Source: an optimization exercise on an open RTL-to-GDS flow (aim: small area). Production flows keep margins and buffers that such runs may drop. The RTL was checked by simulation tests, not by an equivalence proof against the original design. Power figures rest on the tool's default switching activity, not on a simulated workload.

==> flow/design.v, too long to show whole: its modules and the start of the top module <==
// module Word: 2157 lines
// module Cur_Control: 166 lines
// module Tetris: 188 lines
module Tetris(
    input wire        Clk_In,
    input wire        Rotate,
    input wire        Left,
    input wire        Right,
    input wire        Down,
    input wire        Pause,
    input wire        Rst,
    output wire [7:0] RGB,
    output wire       Hsync,
    output wire       Vsync
    );
  // ...
==> flow/run.sh <==
#!/bin/bash
# synth_recipe.tcl (not shown) runs the flow's synth.tcl, then flattens the netlist and writes it again
# the make line also repeats each setting of config.mk as NAME=value (left out here)
make -C /OpenROAD-flow-scripts/flow DESIGN_CONFIG=/design/flow/config.mk WORK_HOME=/design/flow/orfs CLKGATE_MAP_FILE= SYNTH_SCRIPT=/design/flow/synth_recipe.tcl finish
==> flow/config.mk <==
export PLATFORM = sky130hd
export DESIGN_NAME = Tetris
export DESIGN_NICKNAME = Tetris
export VERILOG_FILES = /design/flow/design.v
export SDC_FILE = /design/flow/constraint.sdc
export NUM_CORES = 8
export LEC_CHECK = 0
export ABC_AREA = 1
export CAP_MARGIN = 20
export CELL_PAD_IN_SITES_DETAIL_PLACEMENT = 0
export CELL_PAD_IN_SITES_GLOBAL_PLACEMENT = 0
export CORE_MARGIN = 2
export CORE_UTILIZATION = 65
export PLACE_DENSITY = 0.75
export SLEW_MARGIN = 20
export SYNTH_MEMORY_MAX_BITS = 65536
==> flow/constraint.sdc <==
create_clock -name core_clock -period 20.0 [get_ports {Clk_In}]
set_input_delay 4.0000 -clock core_clock [delete_from_list [all_inputs] [get_ports {Clk_In}]]
set_output_delay 4.0000 -clock core_clock [all_outputs]
set_load 0.01 [all_outputs]
==> impl_metrics.ini, run 1 <==
[outcome]
outcome = aborted with a tool error
stop_stage = global routing
tool.error = [ERROR GRT-0116] Global routing finished with congestion. Check the congestion regions in the DRC Viewer.

[die]
placementRows = 83
die_x_um = 231
die_y_um = 231

[place]
portBuffers = 16
gp_congestion = 1.71
dp_slack_ns = 1.22
place_area_um2 = 34100
dp.cells = 6288
dp.final_hpwl_um = 155000

[global_routing]
grt_start_max_net_pins = 118
use_met3_pct = 74.0
gr-usage-met2_pct = 91.8
grt.overflow.total = 128
busiest_layer = met2
grtUsageMet1_pct = 85.8

[synthesis]
seq_area_frac_synth_pct = 19.8
synth_top_family_by_area = simple AND/OR/NAND/NOR gates
yosys_warnings = 2
syn_nets = 5800
synth_compound_area_share_pct = 28.5
netlist_area_um2 = 33400
synth_most_common_cell = nand2_1
synth_area_leaders = dfxtp_1 20%, nand2_1 12%, inv_1 9.5%
async_reset_ff_share_pct = 0
synthFlopType = dfxtp_1
yosys-mux-area-fraction_pct = 0
synth_seq_cells = 331
synthAdderAreaFrac_pct = 3.14
synth.top_cell.area_share_pct = 19.8
synth_cell_types = 75
synth_xor_area_share_pct = 0.602
syn_inst = 5712

[cts]
cts.sinks = 331
cts.htree.levels = 2
numCtsBuffers = 40
cts.repair.resized = 0
clk_path_buf_depth = 3
root_buffer = clkbuf_16
==> run 2: changes to the inputs <==
==> flow/config.mk (replaced) <==
export PLATFORM = sky130hd
export DESIGN_NAME = Tetris
export DESIGN_NICKNAME = Tetris
export VERILOG_FILES = /design/flow/design.v
export SDC_FILE = /design/flow/constraint.sdc
export NUM_CORES = 8
export LEC_CHECK = 0
export ABC_AREA = 1
export CAP_MARGIN = 20
export CELL_PAD_IN_SITES_DETAIL_PLACEMENT = 1
export CELL_PAD_IN_SITES_GLOBAL_PLACEMENT = 2
export CORE_MARGIN = 2
export CORE_UTILIZATION = 30
export PLACE_DENSITY = 0.45
export SLEW_MARGIN = 20
export SYNTH_MEMORY_MAX_BITS = 65536
==> impl_metrics.ini, run 2 <==
[final_layout]
largest_reg_flops = 252
drive_above_1_share_pct = 8.19
reg_top3 = c2.G: 252 flops, gcnt: 15 flops, hc: 11 flops
final_common_cell = nand2_1
mostFrequentLayoutCells = 1031 x nand2_1, 846 x inv_1, 683 x nor2_1
finalNonFillerCells = 7311
largest_register = c2.G
fin_nets = 5851
areaGrowthSynthToFinish_pct = 12.5

[global_routing]
first_global_vias = 45500
grt_usage_pct = 49.9
grt_start_max_net_pins = 51
grt.overflow.total = 0
antenna_found_initial = 43
grt_pass1_wl_um = 391000

[sta]
holdWs_ns = 0.418
rsz0062_at_grt = no
post-route-period-util_pct = 96.0
setup_viol = 0
fin_ws_ns = 0.807
fmax_ghz = 0.0521
slew_headroom_pct = 9.78
setup_tns_ns = 0
hold_viol = 0
finalMaxSlewViolations = 0
fin_crit_ns = 19.19
worst_pin_slew_ns = 1.35
finClkSkew_ns = 0.0520

[worst_hold_path]
min_to = be[1]
holdPathStages = 1
hold_class = flop to flop
min_from = bd[1]

[die]
initial_utilization_pct = 30.2
die_x_um = 338
die_y_um = 338
dieArea_um2 = 114000
ioPinCount = 17
placementRows = 122
core_um2 = 111000

[outcome]
outcome = finished clean

[routing]
first_pass_iters = 6
drcViolationCount = 0
vias_per_cell = 6.76
drt_iter0_drc = 9144
vias = 49400
wirelength_um = 296000
drtAntennaViolNets = 0
wl_per_cell_um = 40.4

[synthesis]
synth_top_cells_by_count = 1031 x nand2_1, 846 x inv_1, 697 x nor2_1
netlist_area_um2 = 33400
synth_most_common_cell = nand2_1
seq_area_frac_synth_pct = 19.8
synth_area_leaders = dfxtp_1 20%, nand2_1 12%, inv_1 9.5%
synth.top_cell.area_share_pct = 19.8
syn_nets = 5800
synth_cell_types = 75
synth_edf_count = 0
synth_seq_cells = 331
syn_avg_cell_area_um2 = 5.85
yosys_warnings = 2
async_reset_ff_share_pct = 0
yosysTopAreaCell = dfxtp_1
synthFlopType = dfxtp_1
syn_inst = 5712

[critical_path]
crit_path_start_kind = input port
reg2regPathDepth = 75
cp_max_fo = 18
critPathMostFrequentCell = nand2_1
cpMaxStageDelayCell = o21ai_0
worst_ep_arrival_time_ns = 19.71
rrSetupSlack_ns = 3.86
cp_slowest_stage_delay_ns = 0.64
r2r-start = c2.G[250]
path_class = input port to flop
worstPathRequired_ns = 20.52
r2r_end = c2.G[166]
endpoint_kind = flop

[place]
gp_congestion = 1.17
dp_slack_ns = 0.459
portBuffers = 16
dp.cells = 7204
dp.final_hpwl_um = 236000

[cts]
cts_tree = done
cts.sinks = 331
root_buffer = clkbuf_16
clk_path_buf_depth = 3
post_cts_buffers = 0
insertion_delay_ns = 0.65
cts.repair.resized = 0
cts.htree.levels = 2
numCtsBuffers = 42
cts-hold-fix-buffers = 0
cts.clk_slew.worst_paths_ns = 0.06

[power]
vdd_drop_max_uv = 59.3
p_leak_nw = 15.0
power.density_nw_per_um2 = 42.3

[job]
max_cap_viol_count = 0
## run 2: cell counts after synthesis
No cell type changed its count.
## run 2: power by group
group / total, mW / leakage [nW] / internal, mW / switching, mW
logic: 0.0433 / 11.6 / 0.0109 / 0.0324
clock network: 0.882 / 0.729 / 0.512 / 0.370
registers: 0.666 / 2.67 / 0.661 / 0.00463
## run 2: cell type report
class / instances / area [um^2]
Clock inverter: 29 / 422
Multi-Input combinational cell: 4237 / 22400
Timing Repair Buffer: 205 / 1570
Tap cell: 1488 / 1860
Inverter: 946 / 3560
Antenna cell: 26 / 65.1
Sequential cell: 331 / 6630
Clock buffer: 49 / 1090
Fill cell: 14700 / 73000
## run 2: routing by layer
layer,GRT usage [%],share of wire [%],routed length [um],up-vias
met3,27.7,17,50500,902
met4,23.7,5.7,16800,60
met2,62.4,36,106000,4430
li1,-,-,-,19700
met5,2.64,0.27,802,-
met1,66.9,41,122000,24400
## run 2: kinds of logic after synthesis
logic type | after synthesis | synth area share (%)
simple gates | 2581 | 34.3
compound gates | 1552 | 28.5
buf+inv | 1144 | 13.6
flops | 331 | 19.8
fa+ha+maj | 81 | 3.14
xor+xnor | 23 | 0.602
## run 2: metrics by stage
step           power (mW)  util (%)  area (um^2)
2_1_floorplan       0.701         -        33400
3_3_place_gp        0.720      32.5        35900
3_5_place_dp        0.721      32.5        36000
4_1_cts              1.58      33.9        37500
5_1_grt              1.61      33.9        37600
6_report             1.59      34.0        37600
## run 2: critical path, delay by kind of cell
| kind | cells | cell delay, ns |
|---|---|---|
| AOI/OAI and AO/OA | 8 | 2.68 |
| adders and majority gates | 2 | 0.77 |
| buffers and inverters | 15 | 3.56 |
| and+or+nand+nor | 49 | 8.56 |
## run 2: worst max path at each step
stage / startpoint / endpoint / cells after the start
CTS: Rst / c2.G[41] / 74
global route: Rst / c2.G[166] / 78
floorplan: Rst / c2.G[21] / 78
detailed placement: Rst / c2.G[166] / 75
global placement: Rst / c2.G[166] / 75
finish: Rst / c2.G[166] / 74
==> module Cur_Control, before the edit <==
module Cur_Control(
    input  wire         Clk,
    input  wire         Rst,
    input  wire         Game_Clk,
    input  wire         Down_en,
    input  wire         Left_en,
    input  wire         Right_en,
    input  wire         Rotate_en,
    input  wire [2:0]   rnd,
    output reg  [251:0] G,
    output reg  [3:0]   px,
    output reg  [4:0]   py,
    output reg  [1:0]   rot,
    output reg  [2:0]   typ,
    output reg          over
    );
function [15:0] shape;
    input [2:0] t;
    input [1:0] r;
    begin
        case ({t, r})
            5'b00100, 5'b00110: shape = 16'h1111;
            5'b00101, 5'b00111: shape = 16'h000f;
            5'b01000, 5'b01001, 5'b01010, 5'b01011: shape = 16'h0033;
            5'b01100: shape = 16'h0072;
            5'b01101: shape = 16'h0131;
            5'b01110: shape = 16'h0027;
            5'b01111: shape = 16'h0232;
            5'b10000, 5'b10010: shape = 16'h0036;
            5'b10001, 5'b10011: shape = 16'h0231;
            5'b10100, 5'b10110: shape = 16'h0063;
            5'b10101, 5'b10111: shape = 16'h0132;
            5'b11000: shape = 16'h0322;
            5'b11001: shape = 16'h0071;
            5'b11010: shape = 16'h0113;
            5'b11011: shape = 16'h0047;
            5'b11100: shape = 16'h0311;
            5'b11101: shape = 16'h0017;
            5'b11110: shape = 16'h0223;
            5'b11111: shape = 16'h0074;
            default:  shape = 16'h0000;
        endcase
    end
endfunction
function [5:0] wh;
    input [2:0] t;
    input [1:0] r;
    begin
        case (t)
            3'd0: wh = {3'd0, 3'd0};
            3'd1: wh = r[0] ? {3'd4, 3'd1} : {3'd1, 3'd4};
            3'd2: wh = {3'd2, 3'd2};
            3'd3, 3'd4, 3'd5: wh = r[0] ? {3'd2, 3'd3} : {3'd3, 3'd2};
            default: wh = r[0] ? {3'd3, 3'd2} : {3'd2, 3'd3};
        endcase
    end
endfunction
wire [17:0] full;
wire [2:0]  sel [0:18];
wire [17:0] rem;
wire [13:0] g1 [0:17];
assign sel[18] = {2'b00, ~Rst};
genvar k;
generate
    for (k = 0; k < 18; k = k + 1) begin : rows
        assign full[k] = &G[14*k +: 14];
        wire [2:0] fr;
        assign fr[0] = full[k];
        if (k >= 1) assign fr[1] = full[k-1]; else assign fr[1] = 1'b0;
        if (k >= 2) assign fr[2] = full[k-2]; else assign fr[2] = 1'b0;
        assign rem[k] = |(sel[k+1] & fr);
        assign sel[k] = rem[k] ? {sel[k+1][1:0], 1'b0} : sel[k+1];
        wire [13:0] r0 = G[14*k +: 14];
        wire [13:0] r1, r2;
        if (k >= 1) assign r1 = G[14*(k-1) +: 14]; else assign r1 = 14'd0;
        if (k >= 2) assign r2 = G[14*(k-2) +: 14]; else assign r2 = 14'd0;
        assign g1[k] = ({14{sel[k][0]}} & r0) | ({14{sel[k][1]}} & r1) |
                       ({14{sel[k][2]}} & r2);
    end
endgenerate
wire over_now = ~over & (|g1[0]);
wire act      = ~Rst & ~over & ~over_now;
wire drop     = Game_Clk | Down_en;
wire a_drop   = act & drop;
wire a_left   = act & ~drop & Left_en;
wire a_right  = act & ~drop & ~Left_en & Right_en;
wire a_rot    = act & ~drop & ~Left_en & ~Right_en & Rotate_en;
wire [3:0] tx   = px + {{3{a_left}}, a_left | a_right};
wire [4:0] ty   = py + {4'd0, a_drop};
wire [1:0] trot = rot + {1'b0, a_rot};
wire [5:0] twh  = wh(typ, trot);
wire [4:0] txw  = {1'b0, tx} + {2'b00, twh[5:3]};
wire [4:0] tyh  = ty + {2'b00, twh[2:0]};
wire bound_ok   = (txw <= 5'd14) && (tyh <= 5'd18);
wire [15:0] txo = 16'd1 << tx;
wire [19:0] tyo = 20'd1 << ty;
wire [15:0] tshape = shape(typ, trot);
wire [13:0] slot [0:3];
genvar i, c;
generate
    for (i = 0; i < 4; i = i + 1) begin : slots
        wire [1:0] idx = i - ty[1:0];
        wire [3:0] srow = tshape[4*idx +: 4];
        for (c = 0; c < 14; c = c + 1) begin : cols
            wire [3:0] t;
            assign t[0] = txo[c] & srow[0];
            if (c >= 1) assign t[1] = txo[c-1] & srow[1]; else assign t[1] = 1'b0;
            if (c >= 2) assign t[2] = txo[c-2] & srow[2]; else assign t[2] = 1'b0;
            if (c >= 3) assign t[3] = txo[c-3] & srow[3]; else assign t[3] = 1'b0;
            assign slot[i][c] = |t;
        end
    end
endgenerate
wire [18:0] inr;
wire [17:0] hitrow;
generate
    for (k = 0; k < 19; k = k + 1) begin : inrows
        wire [3:0] t;
        assign t[0] = tyo[k];
        if (k >= 1) assign t[1] = tyo[k-1]; else assign t[1] = 1'b0;
        if (k >= 2) assign t[2] = tyo[k-2]; else assign t[2] = 1'b0;
        if (k >= 3) assign t[3] = tyo[k-3]; else assign t[3] = 1'b0;
        assign inr[k] = |t;
    end
    for (k = 0; k < 18; k = k + 1) begin : hits
        assign hitrow[k] = inr[k] & (|(g1[k] & slot[k % 4]));
    end
endgenerate
wire coll = |hitrow;
wire ok   = bound_ok & ~coll;
wire lock = a_drop & ~ok;
wire move = (a_drop | a_left | a_right | a_rot) & ok;
wire [251:0] gnext;
generate
    for (k = 0; k < 18; k = k + 1) begin : nxt
        assign gnext[14*k +: 14] = g1[k] | ({14{lock & inr[k+1]}} & slot[(k+1) % 4]);
    end
endgenerate
always @(posedge Clk) begin
    G <= gnext;
    if (Rst) begin
        px   <= 4'd6;
        py   <= 5'd0;
        rot  <= 2'd0;
        typ  <= 3'd0;
        over <= 1'b0;
    end
    else begin
        if (over_now) begin
            over <= 1'b1;
            typ  <= 3'd0;
        end
        if (move) begin
            px  <= tx;
            py  <= ty;
            rot <= trot;
        end
        if (lock) begin
            px  <= 4'd6;
            py  <= 5'd0;
            rot <= 2'd0;
            typ <= rnd;
        end
    end
end
endmodule
==> run 3: changes to the inputs <==
--- a/flow/design.v
+++ b/flow/design.v
@@ -2215,20 +2215,24 @@
     end
 endfunction
 wire [17:0] full;
-wire [2:0]  sel [0:18];
-wire [17:0] rem;
+wire [19:0] below;       
+wire [17:0] second;      
+wire [18:0] two;         
+wire [2:0]  sel [0:17];  
 wire [13:0] g1 [0:17];
-assign sel[18] = {2'b00, ~Rst};
+assign below[19] = 1'b0;
+assign below[18] = 1'b0;
+assign two[18]   = 1'b0;
 genvar k;
 generate
-    for (k = 0; k < 18; k = k + 1) begin : rows
-        assign full[k] = &G[14*k +: 14];
-        wire [2:0] fr;
-        assign fr[0] = full[k];
-        if (k >= 1) assign fr[1] = full[k-1]; else assign fr[1] = 1'b0;
-        if (k >= 2) assign fr[2] = full[k-2]; else assign fr[2] = 1'b0;
-        assign rem[k] = |(sel[k+1] & fr);
-        assign sel[k] = rem[k] ? {sel[k+1][1:0], 1'b0} : sel[k+1];
+    for (k = 17; k >= 0; k = k - 1) begin : rows
+        if (k == 0) assign full[k] = 1'b0;
+        else        assign full[k] = &G[14*k +: 14];
+        assign below[k]  = below[k+1] | full[k];
+        assign second[k] = full[k] & below[k+2];
+        if (k >= 1) assign two[k] = two[k+1] | second[k-1];
+        else        assign two[k] = two[k+1];
+        assign sel[k] = {3{~Rst}} & {two[k], below[k] & ~two[k], ~below[k]};
         wire [13:0] r0 = G[14*k +: 14];
         wire [13:0] r1, r2;
         if (k >= 1) assign r1 = G[14*(k-1) +: 14]; else assign r1 = 14'd0;
@@ -2240,13 +2244,12 @@
 wire over_now = ~over & (|g1[0]);
 wire act      = ~Rst & ~over & ~over_now;
 wire drop     = Game_Clk | Down_en;
-wire a_drop   = act & drop;
-wire a_left   = act & ~drop & Left_en;
-wire a_right  = act & ~drop & ~Left_en & Right_en;
-wire a_rot    = act & ~drop & ~Left_en & ~Right_en & Rotate_en;
-wire [3:0] tx   = px + {{3{a_left}}, a_left | a_right};
-wire [4:0] ty   = py + {4'd0, a_drop};
-wire [1:0] trot = rot + {1'b0, a_rot};
+wire d_left   = ~drop & Left_en;
+wire d_right  = ~drop & ~Left_en & Right_en;
+wire d_rot    = ~drop & ~Left_en & ~Right_en & Rotate_en;
+wire [3:0] tx   = px + {{3{d_left}}, d_left | d_right};
+wire [4:0] ty   = py + {4'd0, drop};
+wire [1:0] trot = rot + {1'b0, d_rot};
 wire [5:0] twh  = wh(typ, trot);
 wire [4:0] txw  = {1'b0, tx} + {2'b00, twh[5:3]};
 wire [4:0] tyh  = ty + {2'b00, twh[2:0]};
@@ -2282,17 +2285,19 @@
         assign inr[k] = |t;
     end
     for (k = 0; k < 18; k = k + 1) begin : hits
-        assign hitrow[k] = inr[k] & (|(g1[k] & slot[k % 4]));
+        if (k == 0) assign hitrow[k] = 1'b0;
+        else        assign hitrow[k] = inr[k] & (|(g1[k] & slot[k % 4]));
     end
 endgenerate
 wire coll = |hitrow;
 wire ok   = bound_ok & ~coll;
-wire lock = a_drop & ~ok;
-wire move = (a_drop | a_left | a_right | a_rot) & ok;
+wire lock = act & drop & ~ok;
+wire move = act & (drop | d_left | d_right | d_rot) & ok;
 wire [251:0] gnext;
 generate
     for (k = 0; k < 18; k = k + 1) begin : nxt
-        assign gnext[14*k +: 14] = g1[k] | ({14{lock & inr[k+1]}} & slot[(k+1) % 4]);
+        if (k == 0) assign gnext[14*k +: 14] = {14{lock & inr[k+1]}} & slot[(k+1) % 4];
+        else        assign gnext[14*k +: 14] = g1[k] | ({14{lock & inr[k+1]}} & slot[(k+1) % 4]);
     end
 endgenerate
 always @(posedge Clk) begin
--- a/flow/config.mk
+++ b/flow/config.mk
@@ -11,6 +11,10 @@
 export CELL_PAD_IN_SITES_GLOBAL_PLACEMENT = 2
 export CORE_MARGIN = 2
 export CORE_UTILIZATION = 30
+export CTS_BUF_LIST = sky130_fd_sc_hd__clkbuf_8
+export CTS_CLUSTER_DIAMETER = 60
+export CTS_CLUSTER_SIZE = 20
+export GPL_TIMING_DRIVEN = 0
 export PLACE_DENSITY = 0.45
 export SLEW_MARGIN = 20
 export SYNTH_MEMORY_MAX_BITS = 65536
==> impl_metrics.ini, run 3 <==
[outcome]
outcome = finished with violations
so.violations = max-capacitance violations, max-slew violations

[synthesis]
async_reset_ff_share_pct = 0
synth_top_cells_by_count = 1769 x nand2_1, 704 x nor2_1, 703 x inv_1
synthFlopType = dfxtp_1
syn_avg_cell_area_um2 = 5.60
seq_area_frac_synth_pct = 20.2
yosys_warnings = 2
synth_xor_area_share_pct = 0.556
yosysTopAreaCell = nand2_1
synth-simple-area-share_pct = 46.7
synthAdderAreaFrac_pct = 3.12
netlist_area_um2 = 32900
yosys-mux-area-fraction_pct = 0.0305
synth_top_family_by_area = simple AND/OR/NAND/NOR gates
synth_most_common_cell = nand2_1
syn_inst = 5866
synth.top_cell.area_share_pct = 20.2
syn_nets = 5952
synth_area_leaders = nand2_1 20%, dfxtp_1 20%, nand3_1 10%
synth_cell_types = 73
synth_edf_count = 0
synth_seq_cells = 331
synth_compound_area_share_pct = 17.9

[final_layout]
largest_register = c2.G
largest_reg_flops = 252
drive_above_1_share_pct = 6.88
reg_top3 = c2.G: 252 flops, gcnt: 15 flops, hc: 11 flops
fin_nets = 6047
final_common_cell = nand2_1
nFillCells = 14800
multi_input_area_um2 = 22700
design_area_um2 = 36900
areaGrowthSynthToFinish_pct = 12.2
regArea_um2 = 6630
mostFrequentLayoutCells = 1769 x nand2_1, 706 x inv_1, 669 x nor2_1

[cts]
insertion_delay_ns = 0.85
post_cts_buffers = 0
cts.clk_slew.worst_paths_ns = 0.10
cts.htree.levels = 2
cts_tree = done
cts.sinks = 331
cts-hold-fix-buffers = 0
root_buffer = clkbuf_8
clk_path_buf_depth = 3
numCtsBuffers = 49
cts.repair.resized = 0

[sta]
setup_viol = 0
finalMaxSlewViolations = 2
fin_crit_ns = 10.69
finClkSkew_ns = 0.145
hold_viol = 0
holdWs_ns = 0.433
fin_ws_ns = 9.31
setup_tns_ns = 0
rsz0062_at_grt = no
fmax_ghz = 0.0935
slew_headroom_pct = -1.58
worst_pin_slew_ns = 1.51
post-route-period-util_pct = 53.5

[critical_path]
worst_ep_arrival_time_ns = 6.69
crit_path_start_kind = flop
worstPathRequired_ns = 16.00
cp_max_fo = 11
endpoint_kind = primary output
path_class = flop to primary output

[routing]
drt_iter0_drc = 7089
vias_per_cell = 6.51
first_pass_iters = 6
wl_per_cell_um = 38.6
drtAntennaViolNets = 0
vias = 48500
wirelength_um = 287000
drcViolationCount = 0

[die]
die_x_um = 335
ioPinCount = 17
placementRows = 121
dieArea_um2 = 112000
initial_utilization_pct = 30.2
core_um2 = 109000
die_y_um = 335

[worst_hold_path]
hold_class = flop to flop

[power]
power.density_nw_per_um2 = 39.7
p_leak_nw = 16.0
power_mw = 1.46
vdd_drop_max_uv = 59.3

[global_routing]
grt.overflow.total = 0
grt_pass1_wl_um = 380000
grt_usage_pct = 49.2
grt_start_max_net_pins = 17
antenna_found_initial = 38
first_global_vias = 44900

[place]
portBuffers = 15
place_area_um2 = 35500
gp_congestion = 1.14
dp.final_hpwl_um = 223000
dp_slack_ns = 10.25

[job]
max_cap_viol_count = 1
==> run 3: per-stage QoR <==
stage,instances,util [%]
floorplan,5866,-
global placement,7295,32.0
detailed placement,7322,32.7
CTS,7414,33.8
global route,7417,33.8
finish,7447,33.9
==> run 3: worst max-delay path: stages, from the launching register on <==
cell	delay [ns]
dfxtp_1	0.36
clkbuf_1	0.30
inv_1	0.28
clkbuf_1	1.03
clkbuf_1	0.72
buf_1	0.99
clkbuf_2	0.66
ha_1	0.46
o211ai_1	0.15
nor3_1	0.14
o21ai_0	0.22
clkdlybuf4s50_1	0.63
==> run 3: final timing paths <==
kind          from        to  slack (ns)  cells past startpoint
max          vs[0]     Vsync        9.31                     11
min          bd[1]     be[1]        0.43                      1
max reg2reg  vs[0]  rgb_r[5]        9.34                     23
min reg2reg  bd[1]     be[1]        0.43                      1
==> run 3: area by class of cell <==
class | instances | area share [%]
Sequential cell | 331 | 18.0
Clock buffer | 52 | 1.94
Clock inverter | 40 | 1.42
Multi-Input combinational cell | 4567 | 61.6
Timing Repair Buffer | 44 | 1.63
Antenna cell | 31 | 0.210
Inverter | 767 | 7.82
Tap cell | 1414 | 4.80
Buffer | 201 | 2.58
==> run 3: report_power, final <==
part / switching [mW] / total, mW / internal, mW / leakage (nW)
Sequential: 0.00270 / 0.664 / 0.661 / 2.67
Combinational: 0.0380 / 0.0482 / 0.0102 / 12.7
Clock: 0.394 / 0.751 / 0.358 / 0.631
Total: 0.434 / 1.46 / 1.03 / 16.0
==> run 3: logic make-up (layout without fill, tap and decap cells) <==
group | Yosys count | in the layout
buffers and inverters | 968 | 1104
AO/OA/AOI/OAI | 933 | 933
flip-flops | 331 | 331
XOR/XNOR | 20 | 20
AND/OR/NAND/NOR | 3534 | 3534
other | 0 | 31
adder cells (fa/ha/maj) | 79 | 79
multiplexers | 1 | 1
==> run 3: per-layer routing <==
metal	global-route usage [%]	vias up	share of wire, %
met1	65.6	24000	41
met2	65.1	3819	37
met4	26.1	48	6.5
li1	-	19800	-
met3	21.9	896	15
met5	0.521	-	0.17
==> run 4: changes to the inputs <==
==> flow/flow/run.sh (new file) <==
#!/bin/bash
# Own layout flow: the standard flow (standard.sh) with one change.  The
# ABC script that maps the synthesised logic to standard cells is replaced by
# an area-oriented one (flow/abc_area.script).  Everything else (synthesis
# passes, register names and cells, floorplan, power grid, placement, CTS,
# routing) is the standard flow's.  The make output goes to flow_make.log;
# ORFS keeps each step's log under orfs/logs/.
set -euo pipefail
W=$(pwd)
cat > "$W/own_synth.tcl" <<TCL
# The standard flow's synthesis script (synth_recipe.tcl), with ABC's -script replaced
proc abc {args} {
  set i [lsearch -exact \$args -script]
  if {\$i >= 0} { lset args [expr {\$i + 1}] {$W/flow/abc_area.script} }
  yosys abc {*}\$args
}
source {$W/synth_recipe.tcl}
TCL
sed "s#SYNTH_SCRIPT=[^ ]*#SYNTH_SCRIPT=$W/own_synth.tcl#" "$W/standard.sh" > "$W/own_standard.sh"
grep -q "SYNTH_SCRIPT=$W/own_synth.tcl" "$W/own_standard.sh"
bash "$W/own_standard.sh" > "$W/flow_make.log" 2>&1
==> flow/flow/abc_area.script (new file) <==
strash
dc2
balance
rewrite
refactor
balance
rewrite
rewrite -z
balance
refactor -z
rewrite -z
balance
dc2
amap
topo
==> flow/standard.sh (new file) <==
#!/bin/bash
# synth_recipe.tcl (not shown) runs the flow's synth.tcl, then flattens the netlist and writes it again
# the make line also repeats each setting of config.mk as NAME=value (left out here)
make -C /OpenROAD-flow-scripts/flow DESIGN_CONFIG=/design/flow/config.mk WORK_HOME=/design/flow/orfs CLKGATE_MAP_FILE= SYNTH_SCRIPT=/design/flow/synth_recipe.tcl "${@:-finish}"
--- a/flow/config.mk
+++ b/flow/config.mk
@@ -10,11 +10,11 @@
 export CELL_PAD_IN_SITES_DETAIL_PLACEMENT = 1
 export CELL_PAD_IN_SITES_GLOBAL_PLACEMENT = 2
 export CORE_MARGIN = 2
-export CORE_UTILIZATION = 30
+export CORE_UTILIZATION = 28
 export CTS_BUF_LIST = sky130_fd_sc_hd__clkbuf_8
-export CTS_CLUSTER_DIAMETER = 60
-export CTS_CLUSTER_SIZE = 20
+export CTS_CLUSTER_DIAMETER = 50
+export CTS_CLUSTER_SIZE = 16
 export GPL_TIMING_DRIVEN = 0
-export PLACE_DENSITY = 0.45
+export PLACE_DENSITY = 0.55
 export SLEW_MARGIN = 20
 export SYNTH_MEMORY_MAX_BITS = 65536
removed: flow/run.sh
==> impl_metrics.ini, run 4 <==
[synthesis]
synth_cell_types = 58
synthFlopType = dfxtp_1
synth_edf_count = 0
yosysTopAreaCell = dfxtp_1
seq_area_frac_synth_pct = 25.4
netlist_area_um2 = 26000
async_reset_ff_share_pct = 0
synth_most_common_cell = nor2_1
syn_nets = 3790
syn_avg_cell_area_um2 = 7.03
synth.top_cell.area_share_pct = 25.4
synth_area_leaders = dfxtp_1 25%, a222oi_1 11%, nor2_1 11%
yosys_warnings = 2
syn_inst = 3704
synth_seq_cells = 331
synth_top_cells_by_count = 738 x nor2_1, 438 x o21ai_0, 409 x clkinv_1

[cts]
numCtsBuffers = 54
cts_tree = done
cts.clk_slew.worst_paths_ns = 0.09
cts-hold-fix-buffers = 0
cts.htree.levels = 2
post_cts_buffers = 0
root_buffer = clkbuf_8
cts.repair.resized = 0
clk_path_buf_depth = 3
insertion_delay_ns = 0.80
cts.sinks = 331

[sta]
setup_viol = 0
fmax_ghz = 0.0886
slew_headroom_pct = 10.6
fin_ws_ns = 8.71
finClkSkew_ns = 0.0785
worst_pin_slew_ns = 1.34
hold_viol = 0
fin_crit_ns = 11.29
post-route-period-util_pct = 56.5
finalMaxSlewViolations = 0
setup_tns_ns = 0
rsz0062_at_grt = no

[power]
p_leak_nw = 8.79
power.density_nw_per_um2 = 48.6
vdd_drop_max_uv = 45.2

[final_layout]
fin_nets = 3915
areaGrowthSynthToFinish_pct = 14.9
reg_top3 = c2.G: 252 flops, gcnt: 15 flops, hc: 11 flops
final_common_cell = nor2_1
drive_above_1_share_pct = 6.01
largest_reg_flops = 252
mostFrequentLayoutCells = 691 x nor2_1, 426 x o21ai_0, 406 x clkinv_1
largest_register = c2.G

[routing]
vias_per_cell = 7.46
drt_iter0_drc = 7003
wl_per_cell_um = 45.5
first_pass_iters = 15
vias = 38300
drcViolationCount = 0
wirelength_um = 233000
drtAntennaViolNets = 0

[die]
die_y_um = 309
placementRows = 111
dieArea_um2 = 95500
die_x_um = 309
ioPinCount = 17
initial_utilization_pct = 28.3
core_um2 = 91900

[outcome]
outcome = finished clean

[critical_path]
path_class = flop to flop
worstPathRequired_ns = 20.59
crit_path_start_kind = flop
cp_max_fo = 15
worst_ep_arrival_time_ns = 11.88
endpoint_kind = flop

[place]
portBuffers = 16
dp_slack_ns = 9.31
dp.final_hpwl_um = 178000
gp_congestion = 1.11

[global_routing]
grt_start_max_net_pins = 49
grt_usage_pct = 47.4
first_global_vias = 37000
grt.overflow.total = 0
antenna_found_initial = 24
grt_pass1_wl_um = 315000

[worst_hold_path]
hold_class = flop to flop

[job]
max_cap_viol_count = 0
-- run 4: changes by cell type in the layout (fill, tap and decap cells not counted), sizes merged, moves of 62 or more --
cell,change
nand4,-147
nor3,+62
clkinv,+394
clkbuf,-114
o21ai,+142
nand3,-625
o22ai,+108
o211ai,-64
inv,-748
nand2,-1604
a222oi,+279
a21oi,-103
-- run 4: final cells by class --
cell class / instances / area [um^2]
Sequential cell: 331 / 6630
Fill cell: 11500 / 62000
Tap cell: 1243 / 1560
Antenna cell: 11 / 27.5
Buffer: 1 / 7.51
Inverter: 409 / 1540
Clock inverter: 45 / 561
Clock buffer: 56 / 771
Timing Repair Buffer: 69 / 681
Multi-Input combinational cell: 2963 / 18100
-- run 4: metrics by stage --
stage                     instances  power, mW  hold WS, ns  instance area (um^2)  util (%)
after floorplan                3704      0.695        0.387                 26000         -
after global routing           5119       1.48        0.443                 29900      32.5
final                          5128       1.46        0.433                 29900      32.5
after detailed placement       5012      0.714        0.413                 28500      31.0
after CTS                      5113       1.45        0.432                 29800      32.4
after global placement         4963      0.712        0.402                 27800      30.2
-- run 4: routing by layer --
metal / GRT usage, % / vias up / wire length (um)
met5: 0 / - / 141
met4: 43.0 / 20 / 26500
met3: 14.4 / 1144 / 27400
met2: 70.5 / 3479 / 96300
met1: 54.5 / 18700 / 82900
li1: - / 14900 / -
-- run 4: power by group --
part / switching [mW] / leakage (nW) / internal, mW
clock network: 0.398 / 0.661 / 0.357
logic: 0.0277 / 5.46 / 0.00932
registers: 0.00300 / 2.67 / 0.661
-- run 4: final timing paths --
| check | startpoint | end | slack [ns] | cells after the start |
|---|---|---|---|---|
| setup reg to reg | vs[4] | rgb_r[3] | 8.71 | 26 |
| setup / recovery | vs[4] | rgb_r[3] | 8.71 | 26 |
| hold / removal | bd[3] | be[3] | 0.43 | 1 |
| hold reg to reg | bd[3] | be[3] | 0.43 | 1 |
-- run 4: kinds of logic after synthesis --
logic type                 after synthesis  synth area share (%)
buffers and inverters                  410                  5.92
DFF                                    331                  25.4
AOI/OAI and AO/OA                     1518                  41.4
adders and majority gates               79                  3.94
and+or+nand+nor                       1366                  23.3
-- run 4: critical path, stage by stage (launching register included) --
cell       delay [ns]
dfxtp_1          0.38
clkinv_1         0.45
nor2_1           0.46
clkinv_1         0.40
nor2_1           0.76
clkinv_1         0.64
nor2_1           0.39
clkinv_1         0.65
nor2_4           0.93
clkinv_2         0.75
nor2_1           0.98
clkinv_1         0.89
nor3_1           0.63
a21oi_1          0.19
o211ai_1         0.26
a311oi_1         0.24
a31oi_1          0.22
or4_1            0.12
nor4_1           0.10
nand2b_1         0.26
o2111ai_1        0.07
or4_1            0.25
nand2_1          0.09
nand2_1          0.12
nand4_1          0.43
nand2_1          0.34
a31oi_1          0.10
==> run 5: changes to the inputs <==
--- a/flow/config.mk
+++ b/flow/config.mk
@@ -11,10 +11,6 @@
 export CELL_PAD_IN_SITES_GLOBAL_PLACEMENT = 2
 export CORE_MARGIN = 2
 export CORE_UTILIZATION = 28
-export CTS_BUF_LIST = sky130_fd_sc_hd__clkbuf_8
-export CTS_CLUSTER_DIAMETER = 50
-export CTS_CLUSTER_SIZE = 16
-export GPL_TIMING_DRIVEN = 0
 export PLACE_DENSITY = 0.55
 export SLEW_MARGIN = 20
 export SYNTH_MEMORY_MAX_BITS = 65536
==> impl_metrics.ini, run 5 <==
[power]
p_leak_nw = 9.55
power.density_nw_per_um2 = 49.7
vdd_drop_max_uv = 51.8
power_mw = 1.54

[synthesis]
synth_area_leaders = dfxtp_1 25%, a222oi_1 11%, nor2_1 11%
synth_top_cells_by_count = 738 x nor2_1, 438 x o21ai_0, 409 x clkinv_1
async_reset_ff_share_pct = 0
syn_inst = 3704
synthFlopType = dfxtp_1
synth_seq_cells = 331
syn_nets = 3790
synth_cell_types = 58
yosysTopAreaCell = dfxtp_1
yosys_warnings = 2
syn_avg_cell_area_um2 = 7.03
seq_area_frac_synth_pct = 25.4
synth_most_common_cell = nor2_1
synth_edf_count = 0
synth.top_cell.area_share_pct = 25.4
netlist_area_um2 = 26000

[routing]
wirelength_um = 247000
vias = 40700
drtAntennaViolNets = 0
vias_per_cell = 7.69
drcViolationCount = 0
first_pass_iters = 14
drt_iter0_drc = 7377
wl_per_cell_um = 46.7

[critical_path]
path_class = flop to flop
cpMaxStageDelayCell = o21a_1
cp_slowest_stage_delay_ns = 1.01
critPathMostFrequentCell = o21ai_0
worst_ep_arrival_time_ns = 10.74
endpoint_kind = flop
startpoint = c2.typ[0]
r2r-start = c2.typ[0]
reg2regPathDepth = 29
cp_max_fo = 14
worstPathRequired_ns = 20.40
crit_path_start_kind = flop

[sta]
post-route-period-util_pct = 51.7
rsz0062_at_grt = no
fin_ws_ns = 9.66
finalMaxSlewViolations = 0
worst_pin_slew_ns = 1.33
hold_viol = 0
setup_tns_ns = 0
slew_headroom_pct = 10.9
fin_crit_ns = 10.34
setup_viol = 0
finClkSkew_ns = 0.0667
fmax_ghz = 0.0967

[cts]
root_buffer = clkbuf_16
cts_tree = done
post_cts_buffers = 0
clk_path_buf_depth = 3
cts.repair.resized = 0
numCtsBuffers = 43
cts.sinks = 331
cts.htree.levels = 2
cts.clk_slew.worst_paths_ns = 0.06
insertion_delay_ns = 0.64
cts-hold-fix-buffers = 0

[final_layout]
fin_nets = 4054
final_common_cell = nor2_1
mostFrequentLayoutCells = 709 x nor2_1, 432 x o21ai_0, 409 x clkinv_1
largest_reg_flops = 252
drive_above_1_share_pct = 7.95
reg_top3 = c2.G: 252 flops, gcnt: 15 flops, hc: 11 flops
utilization_pct = 33.8
areaGrowthSynthToFinish_pct = 19.3
largest_register = c2.G

[worst_hold_path]
min_from = rnd[0]
holdPathStages = 1
hold_class = flop to flop

[die]
die_y_um = 309
ioPinCount = 17
placementRows = 111
core_um2 = 91900
die_x_um = 309
dieArea_um2 = 95500
initial_utilization_pct = 28.3

[global_routing]
grt_start_max_net_pins = 60
first_global_vias = 39400
antenna_found_initial = 55
grt.overflow.total = 0
grt_pass1_wl_um = 342000
grt_usage_pct = 51.4

[job]
max_cap_viol_count = 0

[outcome]
outcome = finished clean

[place]
gp_congestion = 1.21
portBuffers = 16
dp_slack_ns = 9.51
dp.final_hpwl_um = 180000
run 5: cells by family (layout without fill, tap and decap cells):
group           after synthesis  in the layout  synth area share [%]
simple gates               1366           1366                  23.3
other cells                   0             45                     0
flops                       331            331                  25.4
buf+inv                     410            706                  5.92
fa+ha+maj                    79             79                  3.94
compound gates             1518           1518                  41.4
run 5: stage by stage:
step           cells  hold slack, ns  area [um^2]
2_1_floorplan   3704           0.387        26000
3_3_place_gp    5151           0.413        29200
3_5_place_dp    5154           0.425        29200
4_1_cts         5231           0.442        30700
5_1_grt         5250           0.463        31000
6_report        5288           0.434        31100
run 5: cell type report:
type | count | area [um^2]
clock buffers | 57 | 1200
clock inverters | 20 | 280
flip-flops and latches | 331 | 6630
repair buffers | 220 | 1720
diodes | 45 | 113
fillers | 11500 | 60900
inverters | 409 | 1540
multi-input cells | 2963 | 18000
well taps | 1243 | 1560
run 5: report_power, final:
part / total (mW) / internal, mW / switching [mW]
logic: 0.0394 / 0.00932 / 0.0301
clock network: 0.840 / 0.480 / 0.361
registers: 0.665 / 0.662 / 0.00314
run 5: final timing paths:
check	to	slack [ns]
worst max-delay path	c2.G[220]	9.66
worst min-delay path	rnd[0]	0.43
worst max register to register	c2.G[220]	9.66
worst min register to register	rnd[0]	0.43
run 5: worst max-delay path, delay by kind of cell (launching register included):
kind	cells	cell delay (ns)
flip-flops	1	0.75
AO/OA/AOI/OAI	15	4.19
buffers and inverters	4	1.77
AND/OR/NAND/NOR	10	3.37
run 5: routing by layer:
layer	track usage, %	wire (um)	share of wire, %
met4	49.3	30300	12
met3	25.9	33300	14
met1	53.6	80400	33
met5	0.809	359	0.15
met2	74.3	102000	41
==> run 6: changes to the inputs <==
--- a/flow/config.mk
+++ b/flow/config.mk
@@ -11,6 +11,10 @@
 export CELL_PAD_IN_SITES_GLOBAL_PLACEMENT = 2
 export CORE_MARGIN = 2
 export CORE_UTILIZATION = 28
+export CTS_BUF_LIST = sky130_fd_sc_hd__clkbuf_16
+export CTS_CLUSTER_DIAMETER = 80
+export CTS_CLUSTER_SIZE = 30
+export GPL_TIMING_DRIVEN = 0
 export PLACE_DENSITY = 0.55
 export SLEW_MARGIN = 20
 export SYNTH_MEMORY_MAX_BITS = 65536
==> impl_metrics.ini, run 6 <==
[routing]
drtAntennaViolNets = 0
met2WireLength_um = 95600
drt_iter0_drc = 7454
wl_per_cell_um = 45.7
drcViolationCount = 0
wirelength_um = 233000
vias_per_cell = 7.51
first_pass_iters = 13
maxUsedRoutingLayer = met5
wl_met1_um = 82600
vias = 38200
wl_met3_um = 27400

[global_routing]
grt_usage_pct = 47.2
antenna_found_initial = 23
first_global_vias = 36800
grt_start_max_net_pins = 49
grt.overflow.total = 0
grt_pass1_wl_um = 314000

[sta]
worst_pin_slew_ns = 1.29
finClkSkew_ns = 0.0666
finalMaxSlewViolations = 0
slew_headroom_pct = 13.7
fin_crit_ns = 11.69
hold_viol = 0
rsz0062_at_grt = no
setup_tns_ns = 0
setup_viol = 0
post-route-period-util_pct = 58.4
fmax_ghz = 0.0856

[critical_path]
worstPathRequired_ns = 20.48
rrSetupSlack_ns = 8.31
path_delay_family = simple AND/OR/NAND/NOR gates
endpoint_kind = flop
cp_slowest_stage_delay_ns = 0.97
path_class = flop to flop
startpoint = vs[4]
path_buf_inv = 6
r2r-start = vs[4]
cp_max_fo = 15
crit_path_start_kind = flop
worst_ep_arrival_time_ns = 12.17
cpMaxStageDelayCell = nor2_1
critPathMostFrequentCell = clkinv_1

[power]
power_mw = 1.32
vdd_drop_max_uv = 68.7
p_leak_nw = 8.61
power.density_nw_per_um2 = 44.7

[die]
dieArea_um2 = 95500
initial_utilization_pct = 28.3
placementRows = 111
core_um2 = 91900
ioPinCount = 17
die_y_um = 309
die_x_um = 309

[synthesis]
syn_avg_cell_area_um2 = 7.03
synthFlopType = dfxtp_1
synth_edf_count = 0
synthAdderAreaFrac_pct = 3.94
synth_area_leaders = dfxtp_1 25%, a222oi_1 11%, nor2_1 11%
synth_top_family_by_area = compound AO/OA/AOI/OAI gates
syn_nets = 3790
synth_compound_area_share_pct = 41.4
yosysTopAreaCell = dfxtp_1
yosys_warnings = 2
synth_xor_area_share_pct = 0
synth_cell_types = 58
synth_most_common_cell = nor2_1
syn_inst = 3704
synth.top_cell.area_share_pct = 25.4
async_reset_ff_share_pct = 0
synth_seq_cells = 331
yosys-mux-area-fraction_pct = 0
netlist_area_um2 = 26000
seq_area_frac_synth_pct = 25.4
synth-simple-area-share_pct = 23.3
synth_top_cells_by_count = 738 x nor2_1, 438 x o21ai_0, 409 x clkinv_1

[final_layout]
drive_above_1_share_pct = 4.84
areaGrowthSynthToFinish_pct = 13.6
nFillCells = 11500
largest_register = c2.G
mostFrequentLayoutCells = 689 x nor2_1, 426 x o21ai_0, 407 x clkinv_1
finalNonFillerCells = 5083
reg_top3 = c2.G: 252 flops, gcnt: 15 flops, hc: 11 flops
largest_reg_flops = 252
final_common_cell = nor2_1
fin_nets = 3889

[place]
portBuffers = 16
dp.cells = 5012
dp.final_hpwl_um = 178000
gp_congestion = 1.11

[cts]
cts_tree = done
insertion_delay_ns = 0.66
cts.htree.levels = 1
cts-hold-fix-buffers = 0
numCtsBuffers = 27
cts.sinks = 331
clk_path_buf_depth = 3
root_buffer = clkbuf_16
cts.clk_slew.worst_paths_ns = 0.09
cts.repair.resized = 0
post_cts_buffers = 0

[worst_hold_path]
hold_class = flop to flop
min_from = bd[2]

[job]
max_cap_viol_count = 0

[outcome]
outcome = finished clean
## run 6: cell counts after synthesis
No cell type changed its count.
## run 6: cells by family after synthesis
group / after synthesis
AOI/OAI and AO/OA: 1518
and+or+nand+nor: 1366
buffers and inverters: 410
DFF: 331
adders and majority gates: 79
## run 6: layer usage
metal	vias up	GRT usage, %
met5	-	0
met4	12	43.2
met3	1118	14.6
met2	3433	70.1
met1	18800	54.1
li1	14800	-
## run 6: area by class of cell
class,count,area [um^2],share of cell area [%]
Timing Repair Buffer,70,682,2.31
Buffer,1,7.51,0.0254
Clock inverter,23,304,1.03
Antenna cell,16,40.0,0.135
Inverter,409,1540,5.22
Clock buffer,27,676,2.28
Multi-Input combinational cell,2963,18100,61.3
Tap cell,1243,1560,5.26
Sequential cell,331,6630,22.4
## run 6: final timing paths
kind / endpoint / cells after the start
setup / recovery: rgb_r[3] / 26
hold reg to reg: be[2] / 1
setup reg to reg: rgb_r[3] / 26
hold / removal: be[2] / 1
## run 6: power breakdown
part	internal [mW]	switching, mW
Clock	0.276	0.346
Combinational	0.00942	0.0279
Sequential	0.661	0.00308
Total	0.946	0.377
## run 6: through the flow
stage	hold slack (ns)	util [%]	setup slack [ns]	cell area [um^2]
finish	0.437	32.2	8.31	29600
global route	0.456	32.1	8.43	29500
CTS	0.443	32.0	9.21	29500
detailed placement	0.413	31.0	9.31	28500
global placement	0.402	30.2	3.80	27800
floorplan	0.387	-	11.42	26000

-- re-timing with driven ports --
No port has a modelled driver above. Below, the same layouts with a new extraction and two added sets of constraints.
Step 1 sets driving cells, clkbuf_16 on the clock port and buf_2 on the other inputs (assumed; they add their load-dependent delay and slew).
Step 2, shift: input delay + t, output delay - t, t = (earliest + latest rising clock arrival at the registers) / 2. This alone moves slack from input paths to output paths.
a / b / c = no drivers / after step 1 / after step 2; a / b = the first two.
run | shift t [ns] | setup slack, ns | worst hold slack (ns) | worst data-port slew with drivers (ns)
run 2 | 0.695 | 0.807 / 0.849 / 0.154 | 0.418 / 0.418 / 0.418 | 0.05
run 3 | 0.853 | 9.307 / 9.228 / 9.339 | 0.433 / 0.433 / 0.433 | 0.03
run 4 | 0.822 | 8.708 / 8.708 / 8.708 | 0.433 / 0.433 / 0.433 | 0.04
run 5 | 0.676 | 9.659 / 9.659 / 9.204 | 0.434 / 0.434 / 0.434 | 0.04
run 6 | 0.694 | 8.312 / 8.312 / 8.312 | 0.437 / 0.437 / 0.437 | 0.04
For run 2, which loses most, drivers alone change the setup slack by +0.042 ns; drivers and shift together by -0.653 ns.
